Background: an optimization exercise with open tools, aiming at small area. Do not read the settings as production practice.
In this exercise RTL edits were held to simulation tests only and were not proved equivalent to the original.
Power is estimated from default activity; no workload was simulated.

==> module buffer, before the edit <==
module buffer(
	input clk,
	input rst,
	input [3:0] p_in,
	input read,
	input write,
	output reg [23:0] memory,
	output reg [2:0] fullness,
	output reg [15:0] time_total,
	output reg [9:0] input_count,
	output reg [7:0] drop_count
);
	reg [13:0] nage [0:5];         
	wire [13:0] age [0:5];
	genvar g;
	generate for (g = 0; g < 6; g = g + 1) begin : g_age
		assign age[g] = ~nage[g];
	end endgenerate
	wire rd = read & (fullness != 3'd0);
	wire drop = write & ~rd & (fullness == 3'd6);
	wire sh = rd | drop;
	wire [2:0] f1 = fullness - {2'd0, rd};
	wire [2:0] f2 = f1 + {2'd0, write & ~drop};
	wire nr = ~rst;
	wire s_sh = sh & nr;           
	wire s_hold = ~sh & nr;        
	integer j, k;
	reg [13:0] x;
	reg [14:0] cc;
	reg [5:0] wrap;
	reg [13:0] n [0:5];
	always @(*) begin
		for (j = 0; j < 6; j = j + 1) begin
			if (j < 5) x = (age[(j + 1) % 6] & {14{s_sh}}) | (age[j] & {14{s_hold}});
			else x = age[j] & {14{s_hold}};
			cc[0] = nr & (j < f2);
			for (k = 0; k < 14; k = k + 1) begin
				n[j][k] = x[k] ^ cc[k];
				cc[k + 1] = x[k] & cc[k];
			end
			wrap[j] = cc[14];
		end
	end
	wire s1 = wrap[0] ^ wrap[1] ^ wrap[2];
	wire k1 = (wrap[0] & wrap[1]) | (wrap[0] & wrap[2]) | (wrap[1] & wrap[2]);
	wire s2 = wrap[3] ^ wrap[4] ^ wrap[5];
	wire k2 = (wrap[3] & wrap[4]) | (wrap[3] & wrap[5]) | (wrap[4] & wrap[5]);
	wire [1:0] wc = {k1 ^ k2 ^ (s1 & s2), s1 ^ s2};
	wire [15:0] tt = time_total & {16{nr}};
	wire [15:0] v = ~({wc, age[0] & {14{sh}}} & {16{nr}});
	wire [2:0] fz = f2 & {3{nr}};
	reg [15:0] ps, pc;
	reg [16:0] tc;
	reg [15:0] tn;
	always @(*) begin
		for (k = 0; k < 16; k = k + 1) begin
			if (k < 3) begin
				ps[k] = tt[k] ^ v[k] ^ fz[k];
				pc[k] = (tt[k] & v[k]) | (tt[k] & fz[k]) | (v[k] & fz[k]);
			end else begin
				ps[k] = tt[k] ^ v[k];
				pc[k] = tt[k] & v[k];
			end
		end
		tc[0] = 1'b1;
		for (k = 0; k < 16; k = k + 1) begin
			if (k == 0) begin
				tn[k] = ps[k] ^ tc[k];
				tc[k + 1] = ps[k] & tc[k];
			end else begin
				tn[k] = ps[k] ^ pc[k - 1] ^ tc[k];
				tc[k + 1] = (ps[k] & pc[k - 1]) | (ps[k] & tc[k]) | (pc[k - 1] & tc[k]);
			end
		end
	end
	wire [9:0] icq = input_count & {10{nr}};
	wire [7:0] dcq = drop_count & {8{nr}};
	reg [10:0] ic;
	reg [8:0] dc;
	reg [9:0] icn;
	reg [7:0] dcn;
	always @(*) begin
		ic[0] = write & nr;
		for (k = 0; k < 10; k = k + 1) begin
			icn[k] = icq[k] ^ ic[k];
			ic[k + 1] = icq[k] & ic[k];
		end
		dc[0] = drop & nr;
		for (k = 0; k < 8; k = k + 1) begin
			dcn[k] = dcq[k] ^ dc[k];
			dc[k + 1] = dcq[k] & dc[k];
		end
	end
	reg [5:0] wsel;
	reg [23:0] mn;
	always @(*) begin
		for (j = 0; j < 6; j = j + 1) begin
			wsel[j] = write & nr & (j == 5 ? (f1 >= 3'd5) : (f1 == j));
			if (j < 5)
				mn[4 * j +: 4] = (memory[4 * ((j + 1) % 6) +: 4] & {4{s_sh & ~wsel[j]}}) |
					(memory[4 * j +: 4] & {4{s_hold & ~wsel[j]}}) | (p_in & {4{wsel[j]}});
			else
				mn[4 * j +: 4] = (memory[4 * j +: 4] & {4{s_hold & ~wsel[j]}}) | (p_in & {4{wsel[j]}});
		end
	end
	always @(posedge clk) begin
		for (j = 0; j < 6; j = j + 1) nage[j] <= ~n[j];
		memory <= mn;
		fullness <= f2 & {3{nr}};
		time_total <= tn;
		input_count <= icn;
		drop_count <= dcn;
	end
endmodule
clock: 12.0 ns
lec_check: 0
abc_area: 1
cap_margin: 20
core_margin: 2
core_utilization: 70
slew_margin: 20
standard.sh (not shown) runs the stock make flow with config.mk's settings and CLKGATE_MAP_FILE= SYNTH_SCRIPT=/design/flow/synth_recipe.tcl, a recipe that flattens the netlist after the stock synthesis.
==> flow/flow/run.sh <==
#!/bin/bash
# Layout flow: the standard ORFS flow (standard.sh) with
#  - synthesis by flow/synth.tcl (area-oriented logic mapping, same registers),
#  - port buffers of the smallest buffer cell instead of clkdlybuf4s50_1,
#  - clock tree synthesis with sink clusters of at most 25 sinks and 70 um
#    and without dummy loads.
# The make output goes to flow.log; ORFS keeps each step's log under orfs/logs.
set -euo pipefail
W=$PWD
bash standard.sh \
  "SYNTH_SCRIPT=$W/flow/synth.tcl" \
  "BUFFER_PORTS_ARGS=-buffer_cell sky130_fd_sc_hd__buf_1" \
  "CTS_ARGS=-sink_clustering_enable -repair_clock_nets -sink_clustering_size 25 -sink_clustering_max_diameter 70 -dont_use_dummy_load" \
  finish > "$W/flow.log" 2>&1
==> flow/flow/area.abc <==
strash
dch -f
amap
topo
==> flow/flow/synth.tcl <==
# The standard synthesis (synth_recipe.tcl), with three changes to the
# logic mapping only: Yosys's synth runs without its internal abc pass, so
# extract_fa sees the ripple adders as the RTL writes them; extract_fa only
# extracts full adders (half adders are left to ABC, which can then merge
# the inversions of the inverted age registers into the increment logic);
# and the final ABC mapping uses flow/area.abc, an area-only mapping without
# buffering or upsizing (placement repairs slew, capacitance and timing).
# Registers and their names are the same as in the standard synthesis.
set flow_dir [file dirname [file normalize [info script]]]
proc synth {args} { yosys synth -nofsm -noshare -noabc {*}$args }
proc abc {args} {
  set i [lsearch -exact $args -script]
  if { $i >= 0 } { lset args [expr { $i + 1 }] $::flow_dir/area.abc }
  yosys abc {*}$args
}
proc extract_fa {args} { yosys extract_fa -fa }
source $::env(SCRIPTS_DIR)/synth.tcl
# left out here: clear keep_hierarchy, flatten, clean up, hide names made inside functions, write 1_2_yosys.v
==> next run, changes <==
--- a/flow/design.v
+++ b/flow/design.v
@@ -140,12 +140,12 @@
 	always @(*) begin
 		for (j = 0; j < 6; j = j + 1) begin
 			wsel[j] = write & nr & (j == 5 ? (f1 >= 3'd5) : (f1 == j));
 			if (j < 5)
-				mn[4 * j +: 4] = (memory[4 * ((j + 1) % 6) +: 4] & {4{s_sh & ~wsel[j]}}) |
-					(memory[4 * j +: 4] & {4{s_hold & ~wsel[j]}}) | (p_in & {4{wsel[j]}});
+				mn[4 * j +: 4] = (memory[4 * ((j + 1) % 6) +: 4] & {4{s_sh}}) |
+					(memory[4 * j +: 4] & {4{s_hold}}) | (p_in & {4{wsel[j]}});
 			else
-				mn[4 * j +: 4] = (memory[4 * j +: 4] & {4{s_hold & ~wsel[j]}}) | (p_in & {4{wsel[j]}});
+				mn[4 * j +: 4] = (memory[4 * j +: 4] & {4{s_hold}}) | (p_in & {4{wsel[j]}});
 		end
 	end
 	always @(posedge clk) begin
 		for (j = 0; j < 6; j = j + 1) nage[j] <= ~n[j];
The new run completed without violations.
Final cell count came out lower by 2.1%.
Design area went down by 0.95%.
Hold slack loses 10 ps.
Combinational power went down by 8.2%.
Synthesized cell count went down by 2.4%.
Core utilization grows by 0.83 points.
Via count fell by 1.4%.

## separate check: timing with driven ports
How much do the figures lean on ideal ports? The routed layouts below were timed once more, with nothing changed but the port constraints. Step 1, drivers: a clkbuf_16 drives clk and a buf_2 each remaining input, both assumed. Step 2 adds t to the input delays and takes it off the output delays; t is the mean of the earliest and latest rising clock arrival at the registers after step 1. Input paths then give back, and output paths get back, about the clock's delay inside the block. Three values: no drivers, after step 1, after step 2; two values: the first two.
run | shift t [ns] | setup WS [ns] | worst slew at a driven data input, ns
the first run | 0.635 | 1.508 / 1.508 / 1.091 | 0.04
the second run | 0.643 | 1.617 / 1.617 / 1.249 | 0.05
After both steps every run listed still meets setup and hold. The setup slack of the first run, which loses most, moves by 0.000 ns with the drivers and by -0.417 ns with both steps.
